From an optimization exercise on the open Yosys and OpenROAD flow, aimed at small area; shortcuts taken in it are not production practice. Only simulation tests tie the RTL to the original design; equivalence was not proved.

==> flow/design.v <==
module adder(output logic [7:0] result,
             output logic       cout,
             input  logic [7:0] a, b,
             input  logic       cin
);
    logic [8:0] c;
    assign c[0] = cin;
    for (genvar i = 0; i < 8; i++) begin : g_fa
        assign result[i] = a[i] ^ b[i] ^ c[i];
        assign c[i+1]    = (a[i] & b[i]) | (a[i] & c[i]) | (b[i] & c[i]);
    end
    assign cout = c[8];
endmodule
module signed_mult(output logic [7:0] m2,
                   output logic       exact,    
                   input  logic [2:0] address
);
    assign exact = !address[0] & (address[1] ^ address[2]);
    assign m2    = address[0] ? 8'd182 : {7'b1111111, exact};
endmodule
module mem (
    output logic neg,           
    output logic zero,          
    input  logic im,            
    input  logic [2:0] address
);
    always_comb begin
        case ({im, address})
            4'b0_000: begin neg = 0; zero = 0; end
            4'b0_001: begin neg = 0; zero = 0; end
            4'b0_010: begin neg = 0; zero = 1; end
            4'b0_011: begin neg = 1; zero = 0; end
            4'b0_100: begin neg = 1; zero = 0; end
            4'b0_101: begin neg = 1; zero = 0; end
            4'b0_110: begin neg = 0; zero = 0; end
            4'b0_111: begin neg = 0; zero = 0; end
            4'b1_000: begin neg = 0; zero = 1; end
            4'b1_001: begin neg = 1; zero = 0; end
            4'b1_010: begin neg = 1; zero = 0; end
            4'b1_011: begin neg = 1; zero = 0; end
            4'b1_100: begin neg = 0; zero = 1; end
            4'b1_101: begin neg = 0; zero = 0; end
            4'b1_110: begin neg = 0; zero = 0; end
            default:  begin neg = 0; zero = 0; end
        endcase
    end
endmodule
module debounce(
    input  logic clk,
    input  logic nReset,
    input  logic raw,
    output logic debounced
);
    logic [3:0] counter;
    logic       last_raw;
    always_ff @(posedge clk) begin
        if (raw != last_raw)
            counter <= '0;
        else
            counter <= counter + 1'b1;
    end
    always_ff @(posedge clk, negedge nReset) begin
        if (!nReset) begin
            last_raw  <= 1'b0;
            debounced <= 1'b0;
        end else begin
            last_raw <= raw;
            if (raw == last_raw && counter == 4'd15)
                debounced <= raw;
        end
    end
endmodule
module controller(
    output logic       load_W, load_B, load_A,
    output logic       step, first, last,   
    output logic [2:0] k,            
    output logic       show,         
    output logic [1:0] sel,          
    input  logic       Clock,
    input  logic       nReset,
    input  logic       ReadyIn       
);
    localparam logic [4:0]
        IDLE   = 5'd8,
        WAITW  = 5'd9,
        READW  = 5'd10,
        WAITB  = 5'd14,
        READB  = 5'd15,
        S0     = 5'd16,
        S1     = 5'd17,
        S2     = 5'd18,
        S3     = 5'd19,
        S4     = 5'd20,
        S5     = 5'd21,
        S6     = 5'd22,
        S7     = 5'd23,
        WB0    = 5'd24,
        WAITA  = 5'd25,
        READA  = 5'd26,
        C1     = 5'd28,
        C2     = 5'd27,
        C3     = 5'd29,
        DREY0  = 5'd31,
        DREY   = 5'd0,
        DIMY1  = 5'd1,
        DIMY   = 5'd2,
        DREZ1  = 5'd3,
        DREZ   = 5'd4,
        DIMZ1  = 5'd5,
        DIMZ   = 5'd6,
        IDLEZ  = 5'd7;
    logic [4:0] state, next;
    always_comb begin
        case (state)
            IDLE  : next = !ReadyIn ? WAITW : IDLE;
            WAITW : next = ReadyIn ? READW : WAITW;
            READW : next = !ReadyIn ? WAITB : READW;
            WAITB : next = ReadyIn ? READB : WAITB;
            READB : next = S0;
            S0    : next = S1;
            S1    : next = S2;
            S2    : next = S3;
            S3    : next = S4;
            S4    : next = S5;
            S5    : next = S6;
            S6    : next = S7;
            S7    : next = WB0;
            WB0   : next = !ReadyIn ? WAITA : WB0;
            WAITA : next = ReadyIn ? READA : WAITA;
            READA : next = C1;
            C1    : next = C2;
            C2    : next = C3;
            C3    : next = DREY0;
            DREY0 : next = DREY;
            DREY  : next = !ReadyIn ? DIMY1 : DREY;
            DIMY1 : next = DIMY;
            DIMY  : next = ReadyIn ? DREZ1 : DIMY;
            DREZ1 : next = DREZ;
            DREZ  : next = !ReadyIn ? DIMZ1 : DREZ;
            DIMZ1 : next = DIMZ;
            DIMZ  : next = ReadyIn ? IDLEZ : DIMZ;
            IDLEZ : next = IDLE;
            default: next = 5'bx;
        endcase
    end
    always_ff @(posedge Clock, negedge nReset) begin
        if (!nReset)
            state <= IDLE;
        else
            state <= next;
    end
    assign load_W = (state == READW);
    assign load_B = (state == READB);
    assign load_A = (state == READA);
    assign step   = (state[4:3] == 2'd2);
    assign first  = (state == S0);
    assign last   = (state == S7);
    assign k      = state[2:0];
    always_comb begin
        case (state)
            DREY  : begin show = 1'b1; sel = 2'd0; end
            DIMY1 : begin show = 1'b1; sel = 2'd0; end
            DIMY  : begin show = 1'b1; sel = 2'd1; end
            DREZ1 : begin show = 1'b1; sel = 2'd1; end
            DREZ  : begin show = 1'b1; sel = 2'd2; end
            DIMZ1 : begin show = 1'b1; sel = 2'd2; end
            DIMZ  : begin show = 1'b1; sel = 2'd3; end
            IDLEZ : begin show = 1'b1; sel = 2'd3; end
            default: begin show = 1'b0; sel = 2'bx; end
        endcase
    end
endmodule
module datapath (
    output logic [7:0] result,
    input  logic [7:0] dataIn,
    input  logic       Clock,
    input  logic       load_W, load_B, load_A,
    input  logic       step, first, last,
    input  logic [2:0] k,
    input  logic       show,
    input  logic [1:0] sel
);
    logic [2:0] idx;
    logic [7:0] Re_A, Re_B;
    logic       inexact;
    logic [7:0] m2;
    logic       exact;
    signed_mult mult_inst(.m2(m2), .exact(exact), .address(idx));
    logic       wneg, wzero;
    mem mem_inst(.neg(wneg), .zero(wzero), .im(sel[0]), .address(idx));
    logic       use_b, t, ceil_b, bit_b, cin, cout;
    logic [7:0] opa, opb, sum;
    assign use_b  = show & !wzero;
    assign t      = use_b & (sel[1] ^ wneg);           
    assign ceil_b = wneg & inexact & idx[0];           
    assign bit_b  = step & Re_A[k];                    
    assign opa    = (show & !sel[0]) ? Re_A :
                    bit_b ? (last ? ~m2 : m2) : 8'd0;
    assign opb    = (use_b | (step & !first)) ? (Re_B ^ {8{t}}) : 8'd0;
    assign cin    = (use_b & (t ^ ceil_b)) | (step & (last ? bit_b : exact));
    adder add_inst(.result(sum), .cout(cout), .a(opa), .b(opb), .cin(cin));
    always_ff @(posedge Clock) begin
        if (load_W) idx <= dataIn[2:0];
        if (first) inexact <= |Re_A[6:0];
        if (load_B | load_A) Re_A <= dataIn;
        if (step) Re_B <= {cout ^ (last & bit_b), sum[7:1]};
    end
    assign result = show ? sum : 8'd0;
endmodule
module fft_butterfly(
    output logic [7:0] result,
    input  logic       Clock,
    input  logic       nReset,
    input  logic       ReadyIn,
    input  logic [7:0] dataIn
);
    logic debouncedReady;
    logic load_W, load_B, load_A, step, first, last, show;
    logic [2:0] k;
    logic [1:0] sel;
    debounce debouncer (
        .clk(Clock), .nReset(nReset), .raw(ReadyIn), .debounced(debouncedReady)
    );
    controller ctrl (
        .load_W(load_W), .load_B(load_B), .load_A(load_A),
        .step(step), .first(first), .last(last), .k(k),
        .show(show), .sel(sel),
        .Clock(Clock), .nReset(nReset), .ReadyIn(debouncedReady)
    );
    datapath datapath_inst (
        .result(result), .dataIn(dataIn), .Clock(Clock),
        .load_W(load_W), .load_B(load_B), .load_A(load_A),
        .step(step), .first(first), .last(last), .k(k),
        .show(show), .sel(sel)
    );
endmodule
export LEC_CHECK = 0
export CAP_MARGIN = 20
export CORE_MARGIN = 2
export CORE_UTILIZATION = 40
export SLEW_MARGIN = 20
create_clock -name core_clock -period 10.0 [get_ports {Clock}]
standard.sh (not shown) runs the stock make flow with config.mk's settings and CLKGATE_MAP_FILE= SYNTH_SCRIPT=/design/flow/synth_recipe.tcl, a recipe that flattens the netlist after the stock synthesis.
==> flow/flow/run.sh <==
#!/bin/bash
# Layout flow: the standard flow, with
#  - the smallest buffer on the ports;
#  - clock tree synthesis without dummy loads.
# Each tool's output is logged by ORFS under orfs/logs; make's output goes to
# flow.log here.
set -euo pipefail
W=$PWD
F=$W/flow
sed "s#^source \$::env(SCRIPTS_DIR)/synth_preamble.tcl\$#&\nlset abc_args 1 $F/abc_area.script#" \
    "$FLOW_HOME/scripts/synth.tcl" > synth_core.tcl
sed "s#^source \$::env(SCRIPTS_DIR)/synth.tcl\$#source $W/synth_core.tcl#" \
    synth_recipe.tcl > synth_area.tcl
grep -q "lset abc_args 1" synth_core.tcl
grep -q "synth_core.tcl" synth_area.tcl
CTS="-sink_clustering_enable -repair_clock_nets -dont_use_dummy_load"
[ -f "$F/cts_args" ] && CTS=$(cat "$F/cts_args")
bash standard.sh "SYNTH_SCRIPT=$W/synth_area.tcl" \
    "BUFFER_PORTS_ARGS=-buffer_cell sky130_fd_sc_hd__buf_1" \
    "CTS_ARGS=$CTS" finish > flow.log 2>&1
==> flow/flow/abc_area.script <==
&get -n
&st
&syn2
&dch -f
&nf -a -R 1000
&st
&syn2
&dch -f
&nf -a -R 1000
&put
==> flow/flow/cts_args <==
-repair_clock_nets -dont_use_dummy_load -buf_list sky130_fd_sc_hd__clkbuf_4 -root_buf sky130_fd_sc_hd__clkbuf_4 -sink_clustering_enable -sink_clustering_size 64 -sink_clustering_max_diameter 1000
Next try:
--- a/flow/design.v
+++ b/flow/design.v
@@ -54,11 +54,11 @@
     logic [3:0] counter;
     logic       last_raw;
     always_ff @(posedge clk) begin
         if (raw != last_raw)
             counter <= '0;
-        else
+        else if (counter != 4'd15)
             counter <= counter + 1'b1;
     end
     always_ff @(posedge clk, negedge nReset) begin
         if (!nReset) begin
             last_raw  <= 1'b0;
@@ -82,11 +82,11 @@
 );
     localparam logic [4:0]
         IDLE   = 5'd8,
         WAITW  = 5'd9,
         READW  = 5'd10,
-        WAITB  = 5'd14,
+        WAITB  = 5'd11,
         READB  = 5'd15,
         S0     = 5'd16,
         S1     = 5'd17,
         S2     = 5'd18,
         S3     = 5'd19,
@@ -95,14 +95,14 @@
         S6     = 5'd22,
         S7     = 5'd23,
         WB0    = 5'd24,
         WAITA  = 5'd25,
         READA  = 5'd26,
-        C1     = 5'd28,
-        C2     = 5'd27,
+        C1     = 5'd27,
+        C2     = 5'd28,
         C3     = 5'd29,
-        DREY0  = 5'd31,
+        DREY0  = 5'd30,
         DREY   = 5'd0,
         DIMY1  = 5'd1,
         DIMY   = 5'd2,
         DREZ1  = 5'd3,
         DREZ   = 5'd4,
@@ -199,11 +199,11 @@
     assign opb    = (use_b | (step & !first)) ? (Re_B ^ {8{t}}) : 8'd0;
     assign cin    = (use_b & (t ^ ceil_b)) | (step & (last ? bit_b : exact));
     adder add_inst(.result(sum), .cout(cout), .a(opa), .b(opb), .cin(cin));
     always_ff @(posedge Clock) begin
         if (load_W) idx <= dataIn[2:0];
-        if (first) inexact <= |Re_A[6:0];
+        if (load_B) inexact <= |dataIn[6:0];
         if (load_B | load_A) Re_A <= dataIn;
         if (step) Re_B <= {cout ^ (last & bit_b), sum[7:1]};
     end
     assign result = show ? sum : 8'd0;
 endmodule
=> Routed wire length grows by 6.7%; die area grows by 2.0%; design area grows by 2.1%; global-route usage grows by 0.55 points; worst hold slack is better by 0.080 ns; maximum frequency shrinks by 2.0%.

-- static timing again, ports no longer ideal --
In the flow no input, the clock included, has a driving cell. The finished layouts below were timed again as built, in two steps. Step 1: set_driving_cell puts a clkbuf_16 on Clock and a buf_2 on each other input, an assumption about the parent block. Step 2, shift: input delay + t, output delay - t, t = (earliest + latest rising clock arrival at the registers) / 2. This alone moves slack from input paths to output paths. a / b / c = ideal / step 1 / step 2; a / b = the first two.
run | shift t [ns] | setup slack, ns | slew at the worst register clock pin (ns) | pins driven straight from the clock port
the first run | 0.341 | 1.973 / 1.949 / 2.290 | 0.09 / 0.09 | 1
the second run | 0.338 | 1.806 / 1.782 / 2.120 | 0.09 / 0.09 | 1
After both steps every run listed still meets setup and hold.
